This design comes from an exercise in tuning for small area, a short achievable clock period and few clock cycles on the open sky130 flow, not from production work. In this exercise RTL edits were held to simulation tests only and were not proved equivalent to the original. Power is estimated from default activity; no workload was simulated.

build 66:
Design nlp16af, start of the top module:
module nlp16af(
    input   logic           i_clk,
    input   logic           i_rst_n,
    output  logic           o_wr,
    output  logic           o_rd,
    input   logic   [15:0]  i_bus,
    output  logic   [15:0]  o_bus,
    output  logic   [15:0]  o_address
);
Size: about 1400 cells after synthesis, about 290 flip-flops, roughly 52 I/O pins, ~0.016 sq mm of cells after synthesis.
export LEC_CHECK = 0
export CAP_MARGIN = 60
export CORE_MARGIN = 2
export CORE_UTILIZATION = 40
export CTS_BUF_LIST = sky130_fd_sc_hd__clkbuf_4 sky130_fd_sc_hd__clkbuf_8
export SLEW_MARGIN = 60
export SYNTH_HIERARCHICAL = 1
create_clock -name core_clock -period 12.0 [get_ports {i_clk}]
standard.sh (not shown) runs the stock make flow with config.mk's settings and CLKGATE_MAP_FILE= SYNTH_SCRIPT=/design/flow/synth_recipe.tcl, a recipe that flattens the netlist after the stock synthesis.
==> flow/flow/run.sh <==
#!/bin/bash
# Layout flow: the standard flow, with a faster buffer on each port.
set -o pipefail
export BUFFER_PORTS_ARGS="-buffer_cell sky130_fd_sc_hd__buf_4"
bash standard.sh > standard.log 2>&1
Testbench counts of build 66, summed over its fixed seeds: cycles 83,608.
Input changes introduced in build 91 (baseline for comparison: build 66):
- clearing CTS_BUF_LIST, which used to be sky130_fd_sc_hd__clkbuf_4 sky130_fd_sc_hd__clkbuf_8
- putting CTS_CLUSTER_SIZE at 25 where nothing was set
- putting CTS_CLUSTER_DIAMETER at 150 where nothing was set
==> flow/flow/run.sh <==
#!/bin/bash
# Layout flow: the standard flow, with a faster buffer on each port and timing repair
# aiming at a 4.3 ns period.
set -o pipefail
export BUFFER_PORTS_ARGS="-buffer_cell sky130_fd_sc_hd__buf_4"
export SETUP_SLACK_MARGIN=7.7
bash standard.sh > standard.log 2>&1
Notes after the runs:
Per the comparison of build 91 with build 66, fraction of area in registers shows a reduction of 1.4 points, switching power went up 0.041 mW, end-of-flow core utilization rose by 1.6 points, worst setup slack +390 ps. Count of placed standard cells in the final layout, fillers left out (higher): build 91. Leakage power total ended up 4.3% higher on build 91 than on build 66. Build 91 — post-route clock period utilization 3.2 points lower, build 66 as reference. Build 91 vs. build 66: time the worst path needs with I/O delays and setup went down by 390 ps. Side by side, clock skew turned out lower in build 91 than in build 66. Diff build 66 -> build 91 | routed wire length | up by a few percent.
--- input diff build 91..build 81 ---
- CAP_MARGIN changed from 60 to 40
- SLEW_MARGIN changed from 60 to 40
==> flow/flow/run.sh <==
#!/bin/bash
# Layout flow: the standard flow, with a faster buffer on each port and timing repair
# aiming at a 4.4 ns period.
set -o pipefail
export BUFFER_PORTS_ARGS="-buffer_cell sky130_fd_sc_hd__buf_4"
export SETUP_SLACK_MARGIN=7.6
bash standard.sh > standard.log 2>&1
## What came out
Build 81 went all the way through synthesis, placement and routing and the layout is clean on timing, DRC and antenna. Non-clock buffer count ended up 24% lower on build 81 than on build 91. Build 81 vs build 91 — first-iteration DRC count climbed by more than 10%. Register area: build 91 vs build 81, no meaningful difference. Re mean area per synthesized cell: no difference whatsoever between build 91 and build 81. From build 91 to build 81 the numbers moved as follows: global-route usage higher, routing usage on met3 lower, post-route standard cell area excluding fillers went down, worst slack after detailed placement shrank by 38 ps.
#### Input delta (build 19 over build 81)
==> flow/flow/run.sh <==
#!/bin/bash
# Layout flow: the standard flow, with a faster buffer on each port and timing repair
# aiming at a 4.35 ns period.
set -o pipefail
export BUFFER_PORTS_ARGS="-buffer_cell sky130_fd_sc_hd__buf_4"
export SETUP_SLACK_MARGIN=7.65
bash standard.sh > standard.log 2>&1
--- outcome ---
From build 81 to build 19, adder and majority cell fraction of the synthesized area did not move at all.
Summary of build 19 over build 81: internal power has increased; share of the cycle needed by the critical path after routing has remained practically unchanged.
## Diff of input files: build 48 against build 19
- PLACE_DENSITY: unset -> 0.8
- SLEW_MARGIN: 40 -> 60
- CAP_MARGIN: 40 -> 60
==> flow/flow/run.sh <==
#!/bin/bash
# Layout flow: the standard flow, with a faster buffer on each port.
set -o pipefail
export BUFFER_PORTS_ARGS="-buffer_cell sky130_fd_sc_hd__buf_4"
bash standard.sh > standard.log 2>&1
--- outcome ---
Build 48 reached the final stage; the timing, DRC and antenna checks on its layout passed.
In build 48, the total number of vias came out 172 below the value in build 19.
Relative to build 19, the part of the cycle the worst path needs of build 48 is higher by 2.7 points.
Compared with build 19, in build 48 area share of buffers outside the clock network lower; maximum frequency from static timing analysis lower; relative max-transition margin higher.
Setup changes, build 48 to build 15
- a deleted PLACE_DENSITY that had been 0.8
- a change of SLEW_MARGIN from 60 to 40
- a change of CAP_MARGIN from 60 to 40
==> flow/flow/run.sh <==
#!/bin/bash
# Layout flow: the standard flow, with a faster buffer on each port and timing repair
# aiming at a 4.6 ns period.
set -o pipefail
export BUFFER_PORTS_ARGS="-buffer_cell sky130_fd_sc_hd__buf_4"
export SETUP_SLACK_MARGIN=7.4
bash standard.sh > standard.log 2>&1
--- outcome ---
Build 15 went all the way through the flow, and no timing, DRC or antenna check failed.
On build 15: path length in cells of the critical path is 1 lower than what build 48 gave.
[build 15] vias after detailed routing fell about 2.4% relative to build 48
On met1 usage: between build 15 and build 48, it ends up higher for build 15.
Higher total power among build 15 and build 48: build 15
Row maximum fanout along the worst path: build 15 higher / build 48 lower
Build 15 against build 48: number of post-CTS setup repair buffers increased by 4 relative to the old numbers; final wirelength increased about 5.4%; instance area after placement went down about 0.47%; core occupancy in the finished layout now larger; proportion of cell area occupied by multi-input gates now smaller.

[port drivers added, routing unchanged]
How much do the figures lean on ideal ports? The routed layouts below were timed once more, with nothing changed but the port constraints. Step 1, drivers: a clkbuf_16 drives i_clk and a buf_2 each remaining input, both assumed. Step 2, shift: input delay + t, output delay - t, t = (earliest + latest rising clock arrival at the registers) / 2. This alone moves slack from input paths to output paths. a / b / c = ideal / step 1 / step 2; a / b = the first two.
| run | t, ns | setup WS [ns] | hold WS [ns] | clock arrival spread, ns | worst slew at a driven data input, ns |
|---|---|---|---|---|---|
| build 66 | 0.632 | 7.051 / 7.005 / 7.321 | 0.741 / 0.741 / 0.741 | 0.034 / 0.034 | 0.03 |
| build 91 | 0.555 | 7.437 / 7.383 / 7.401 | 0.743 / 0.743 / 0.743 | 0.019 / 0.019 | 0.04 |
| build 81 | 0.567 | 7.456 / 7.401 / 7.341 | 0.712 / 0.712 / 0.712 | 0.024 / 0.024 | 0.07 |
| build 19 | 0.557 | 7.439 / 7.387 / 7.363 | 0.755 / 0.755 / 0.755 | 0.036 / 0.036 | 0.04 |
| build 48 | 0.550 | 7.121 / 7.073 / 7.405 | 0.714 / 0.714 / 0.714 | 0.016 / 0.017 | 0.12 |
| build 15 | 0.562 | 7.425 / 7.373 / 7.176 | 0.753 / 0.753 / 0.753 | 0.035 / 0.034 | 0.03 |
After both steps every run listed still meets setup and hold. For build 15, which loses most, drivers alone change the setup slack by -0.052 ns; drivers and shift together by -0.249 ns.
